This design comes from an exercise in tuning for small area, a short achievable clock period and few clock cycles per item on the open sky130 flow, not from production work. The RTL was checked by simulation tests, not by an equivalence proof against the original design.

P:
Design Convolution_without_pipeline, start of the top module:
module Convolution_without_pipeline(
    clk, rst_n, in_valid,
    In_IFM_1, In_IFM_2, In_IFM_3, In_IFM_4, In_IFM_5, In_IFM_6, In_IFM_7, In_IFM_8, In_IFM_9,
    In_Weight_1, In_Weight_2, In_Weight_3, In_Weight_4, In_Weight_5, In_Weight_6, In_Weight_7, In_Weight_8, In_Weight_9,
    out_valid, Out_OFM
    );
Size: ~54 flip-flops, ~170 I/O pins, roughly 16000 um2 of cells after synthesis.
export LEC_CHECK = 0
export CAP_MARGIN = 20
export CORE_MARGIN = 2
export CORE_UTILIZATION = 40
export SETUP_SLACK_MARGIN = 4.5
export SLEW_MARGIN = 20
export SYNTH_HIERARCHICAL = 1
export SYNTH_MINIMUM_KEEP_SIZE = 0
create_clock -name core_clock -period 10.0 [get_ports {clk}]
run.sh (not shown) runs the stock make flow with config.mk's settings and CLKGATE_MAP_FILE= SYNTH_SCRIPT=/design/flow/synth_recipe.tcl, a recipe that flattens the netlist after the stock synthesis.
Testbench counts of P, summed over its fixed seeds: cycles 3,208, items 3,200.
Input changes introduced in Q (baseline for comparison: P):
Settings: changing SETUP_SLACK_MARGIN from 4.5 to 4.7.
==> summary.txt <==
- On detailed-placement wirelength estimate, P beats Q.
- A category of the critical setup timing path of input pin to flop is what P shows, while flop to output pin belongs to Q.
- Compared with P, in Q path length in cells of the critical path up 3, worst path setup slack after routing up 0.0037 ns, transition time at the pin with the least slew margin now larger, final setup TNS closely matched the old numbers.
- | maximum frequency | P vs Q | ≈ equal |
- The final-stage net count on P is in line with that on Q.
Edits applied to the flow inputs when going from Q to R:
Settings: SETUP_SLACK_MARGIN: 4.7 -> 4.5; CORE_UTILIZATION: 40 -> 60.
## What came out
- Compare R and Q | global-route wire length before repair higher: Q
- Summary of R over Q: post-cts resize count fell 183; all-layer global routing usage rose by 11 points.
- R against Q: core area decreased by 34% relative to the old numbers; routed wire length dropped 3300 um; routing usage on met3 rose 0.52 points.
Input changes introduced in S (baseline for comparison: R):
Settings: CORE_UTILIZATION changed from 60 to 40.
==> flow/flow/run.sh (new file) <==
#!/bin/bash
# Own flow: the standard ORFS flow, with the port buffers made from buf_2
# cells (instead of the slow clkdlybuf4s50_1 that buffer_ports picks by default).
set -euo pipefail
bash standard.sh synth > synth.log 2>&1
bash standard.sh "BUFFER_PORTS_ARGS=-buffer_cell sky130_fd_sc_hd__buf_2" finish > layout.log 2>&1
==> flow/standard.sh (new file) <==
#!/bin/bash
# synth_recipe.tcl (not shown) runs the flow's synth.tcl, then flattens the netlist and writes it again
# the make line also repeats each setting of config.mk as NAME=value (left out here)
make -C /OpenROAD-flow-scripts/flow DESIGN_CONFIG=/design/flow/config.mk WORK_HOME=/design/flow/orfs CLKGATE_MAP_FILE= SYNTH_SCRIPT=/design/flow/synth_recipe.tcl "${@:-finish}"
removed: flow/run.sh
Findings:
On met2 usage in global routing, the lower figure sits with S, not R. When S is measured against R, its share of the clock period used by the worst path turns out 0.74 points lower. S vs R, tapcell count went up by 57%. Against R, S comes in 2.8 points lower on met3 track demand over resource in global routing. S -> R: share of the synthesized area in compound gates (AO/OA/AOI/OAI) delta 0, exact match. From R to S, sequential area share after synthesis did not move at all.

lane 1:
Convolution_without_pipeline, a different RTL version from the one above (not shown whole).
For scale: roughly 17000 um2 of cells after synthesis.
clock: 10.0 ns
lec_check: 0
cap_margin: 20
core_margin: 2
core_utilization: 50
gpl_routability_driven: 0
setup_slack_margin: 4.4
slew_margin: 20
synth_hierarchical: 1
synth_minimum_keep_size: 0
standard.sh (not shown) runs the stock make flow with config.mk's settings and CLKGATE_MAP_FILE= SYNTH_SCRIPT=/design/flow/synth_recipe.tcl, a recipe that flattens the netlist after the stock synthesis.
==> flow/flow/run.sh <==
#!/bin/bash
# Own flow: the standard flow (standard.sh) with its synthesis unchanged.
# The layout steps only differ in two ways:
#  * the delay cells (clkdlybuf4s*, dlygate*, dlymetal*) are not used, so the
#    port buffers and the resizer use ordinary buffers instead;
#  * buffer_ports uses buf_2 for the port buffers.
set -euo pipefail
bash standard.sh synth > synth.log 2>&1
PLATFORM_DONT_USE="sky130_fd_sc_hd__probe_p_8 sky130_fd_sc_hd__probec_p_8 sky130_fd_sc_hd__lpflow_bleeder_1 sky130_fd_sc_hd__lpflow_clkbufkapwr_1 sky130_fd_sc_hd__lpflow_clkbufkapwr_16 sky130_fd_sc_hd__lpflow_clkbufkapwr_2 sky130_fd_sc_hd__lpflow_clkbufkapwr_4 sky130_fd_sc_hd__lpflow_clkbufkapwr_8 sky130_fd_sc_hd__lpflow_clkinvkapwr_1 sky130_fd_sc_hd__lpflow_clkinvkapwr_16 sky130_fd_sc_hd__lpflow_clkinvkapwr_2 sky130_fd_sc_hd__lpflow_clkinvkapwr_4 sky130_fd_sc_hd__lpflow_clkinvkapwr_8 sky130_fd_sc_hd__lpflow_decapkapwr_12 sky130_fd_sc_hd__lpflow_decapkapwr_3 sky130_fd_sc_hd__lpflow_decapkapwr_4 sky130_fd_sc_hd__lpflow_decapkapwr_6 sky130_fd_sc_hd__lpflow_decapkapwr_8 sky130_fd_sc_hd__lpflow_inputiso0n_1 sky130_fd_sc_hd__lpflow_inputiso0p_1 sky130_fd_sc_hd__lpflow_inputiso1n_1 sky130_fd_sc_hd__lpflow_inputiso1p_1 sky130_fd_sc_hd__lpflow_inputisolatch_1 sky130_fd_sc_hd__lpflow_isobufsrc_1 sky130_fd_sc_hd__lpflow_isobufsrc_16 sky130_fd_sc_hd__lpflow_isobufsrc_2 sky130_fd_sc_hd__lpflow_isobufsrc_4 sky130_fd_sc_hd__lpflow_isobufsrc_8 sky130_fd_sc_hd__lpflow_isobufsrckapwr_16 sky130_fd_sc_hd__lpflow_lsbuf_lh_hl_isowell_tap_1 sky130_fd_sc_hd__lpflow_lsbuf_lh_hl_isowell_tap_2 sky130_fd_sc_hd__lpflow_lsbuf_lh_hl_isowell_tap_4 sky130_fd_sc_hd__lpflow_lsbuf_lh_isowell_4 sky130_fd_sc_hd__lpflow_lsbuf_lh_isowell_tap_1 sky130_fd_sc_hd__lpflow_lsbuf_lh_isowell_tap_2 sky130_fd_sc_hd__lpflow_lsbuf_lh_isowell_tap_4"
DELAY_CELLS="sky130_fd_sc_hd__clkdlybuf4s15_1 sky130_fd_sc_hd__clkdlybuf4s15_2 sky130_fd_sc_hd__clkdlybuf4s18_1 sky130_fd_sc_hd__clkdlybuf4s18_2 sky130_fd_sc_hd__clkdlybuf4s25_1 sky130_fd_sc_hd__clkdlybuf4s25_2 sky130_fd_sc_hd__clkdlybuf4s50_1 sky130_fd_sc_hd__clkdlybuf4s50_2 sky130_fd_sc_hd__dlygate4sd1_1 sky130_fd_sc_hd__dlygate4sd2_1 sky130_fd_sc_hd__dlygate4sd3_1 sky130_fd_sc_hd__dlymetal6s2s_1 sky130_fd_sc_hd__dlymetal6s4s_1 sky130_fd_sc_hd__dlymetal6s6s_1"
bash standard.sh "DONT_USE_CELLS=$PLATFORM_DONT_USE $DELAY_CELLS" \
  "BUFFER_PORTS_ARGS=-buffer_cell sky130_fd_sc_hd__buf_2" finish > layout.log 2>&1
Testbench counts of lane 1, summed over its fixed seeds: cycles 3,208, items 3,200.
### lane 1 -> lane 2
# lane 1
export LEC_CHECK = 0
export CAP_MARGIN = 20
export CORE_MARGIN = 2
export CORE_UTILIZATION = 50
export GPL_ROUTABILITY_DRIVEN = 0
export SETUP_SLACK_MARGIN = 4.4
export SLEW_MARGIN = 20
export SYNTH_HIERARCHICAL = 1
export SYNTH_MINIMUM_KEEP_SIZE = 0
create_clock -name core_clock -period 10.0 [get_ports {clk}]
# lane 2
export LEC_CHECK = 0
export CAP_MARGIN = 20
export CORE_MARGIN = 2
export CORE_UTILIZATION = 55
export GPL_ROUTABILITY_DRIVEN = 0
export SETUP_SLACK_MARGIN = 4.3
export SLEW_MARGIN = 20
export SYNTH_HIERARCHICAL = 1
export SYNTH_MINIMUM_KEEP_SIZE = 0
create_clock -name core_clock -period 10.0 [get_ports {clk}]
Notes after the runs:
- Lane 2: full flow OK, the timing, design-rule and antenna checks passed
- Relative to lane 1, count of clock-buffer cells in the layout has increased by 1 in lane 2.
- Number of well-tap cells placed in lane 2 is 12% lower than in lane 1
- Diff lane 2..lane 1 | number of nets in the finished design | negligible
- Going from lane 1 to lane 2, the relative area change from synthesis to final layout was found to have gone down by 0.63 points.
- Changes observed in lane 2 relative to lane 1: final cell area excluding filler cells shrank by 0.63%, number of antenna cells inserted held steady, worst setup slack shrank by 6.9 ps.
Input changes introduced in lane 3 (baseline for comparison: lane 2):
# lane 2
export LEC_CHECK = 0
export CAP_MARGIN = 20
export CORE_MARGIN = 2
export CORE_UTILIZATION = 55
export GPL_ROUTABILITY_DRIVEN = 0
export SETUP_SLACK_MARGIN = 4.3
export SLEW_MARGIN = 20
export SYNTH_HIERARCHICAL = 1
export SYNTH_MINIMUM_KEEP_SIZE = 0
create_clock -name core_clock -period 10.0 [get_ports {clk}]
# lane 3
export LEC_CHECK = 0
export CAP_MARGIN = 20
export CORE_MARGIN = 2
export CORE_UTILIZATION = 40
export GPL_ROUTABILITY_DRIVEN = 0
export SETUP_SLACK_MARGIN = 4.3
export SLEW_MARGIN = 20
export SYNTH_HIERARCHICAL = 1
export SYNTH_MINIMUM_KEEP_SIZE = 0
create_clock -name core_clock -period 10.0 [get_ports {clk}]
--- outcome ---
A start point of the critical path of r_s187 is what lane 3 shows, while r_c135 belongs to lane 2.
Diff lane 2 -> lane 3: fraction of area in registers stayed essentially flat; worst path arrival time rose by 60 ps; final clock period utilization by the worst path now sits higher; worst slack at placement moved down.
> inputs changed (lane 3 -> lane 4)
# lane 3
export LEC_CHECK = 0
export CAP_MARGIN = 20
export CORE_MARGIN = 2
export CORE_UTILIZATION = 40
export GPL_ROUTABILITY_DRIVEN = 0
export SETUP_SLACK_MARGIN = 4.3
export SLEW_MARGIN = 20
export SYNTH_HIERARCHICAL = 1
export SYNTH_MINIMUM_KEEP_SIZE = 0
create_clock -name core_clock -period 10.0 [get_ports {clk}]
# lane 4
export LEC_CHECK = 0
export CAP_MARGIN = 20
export CORE_MARGIN = 2
export CORE_UTILIZATION = 55
export GPL_ROUTABILITY_DRIVEN = 0
export SETUP_SLACK_MARGIN = 4.4
export SLEW_MARGIN = 20
export SYNTH_HIERARCHICAL = 1
export SYNTH_MINIMUM_KEEP_SIZE = 0
create_clock -name core_clock -period 10.0 [get_ports {clk}]
### Flow results
Cell type of the slowest stage on the worst timing path: fa_1 -> lane 4, fa_2 -> lane 3
Comparing buffer count from post-CTS setup fixing for lane 3 and lane 4, the smaller number came from lane 3.
Going from lane 3 to lane 4, area of all placed cells without fillers shrank by 180 um2; met3 wirelength from detailed routing -about 14%; setup slack rose 78 ps.
Between lane 3 and lane 4, the cell count went down.
Clock buffer and inverter area fraction after layout for lane 4: 0.17 points down relative to lane 3
When lane 4 is measured against lane 3, its area growth from synthesis to final layout turns out 1.1 points lower.

## what the ideal ports hide
No port has a modelled driver above. Below, the same layouts with a new extraction and two added sets of constraints. Step 1 sets driving cells, clkbuf_16 on the clock port and buf_2 on the other inputs (assumed; they add their load-dependent delay and slew). Step 2 moves the port delays by t, midway between the first and last clock arrival at a register: inputs arrive t later, outputs are due t later. That takes back most of the time a late clock gives input paths. Slacks: ideal ports / drivers / drivers and shift; pairs: ideal ports / drivers.
run	t, ns	setup WS [ns]	clock arrival spread, ns
P	0.352	4.516 / 4.475 / 4.187	0.011 / 0.011
Q	0.350	4.520 / 4.477 / 4.342	0.007 / 0.008
R	0.360	4.434 / 4.384 / 4.208	0.008 / 0.008
S	0.350	4.509 / 4.462 / 4.187	0.013 / 0.013
lane 1	0.353	4.473 / 4.478 / 4.133	0.017 / 0.017
lane 2	0.350	4.466 / 4.423 / 4.141	0.006 / 0.005
lane 3	0.365	4.413 / 4.362 / 4.118	0.013 / 0.014
lane 4	0.349	4.491 / 4.474 / 4.163	0.006 / 0.006
After both steps setup and hold are still met in every run listed. The setup slack of lane 1, which loses most, moves by +0.005 ns with the drivers and by -0.340 ns with both steps.
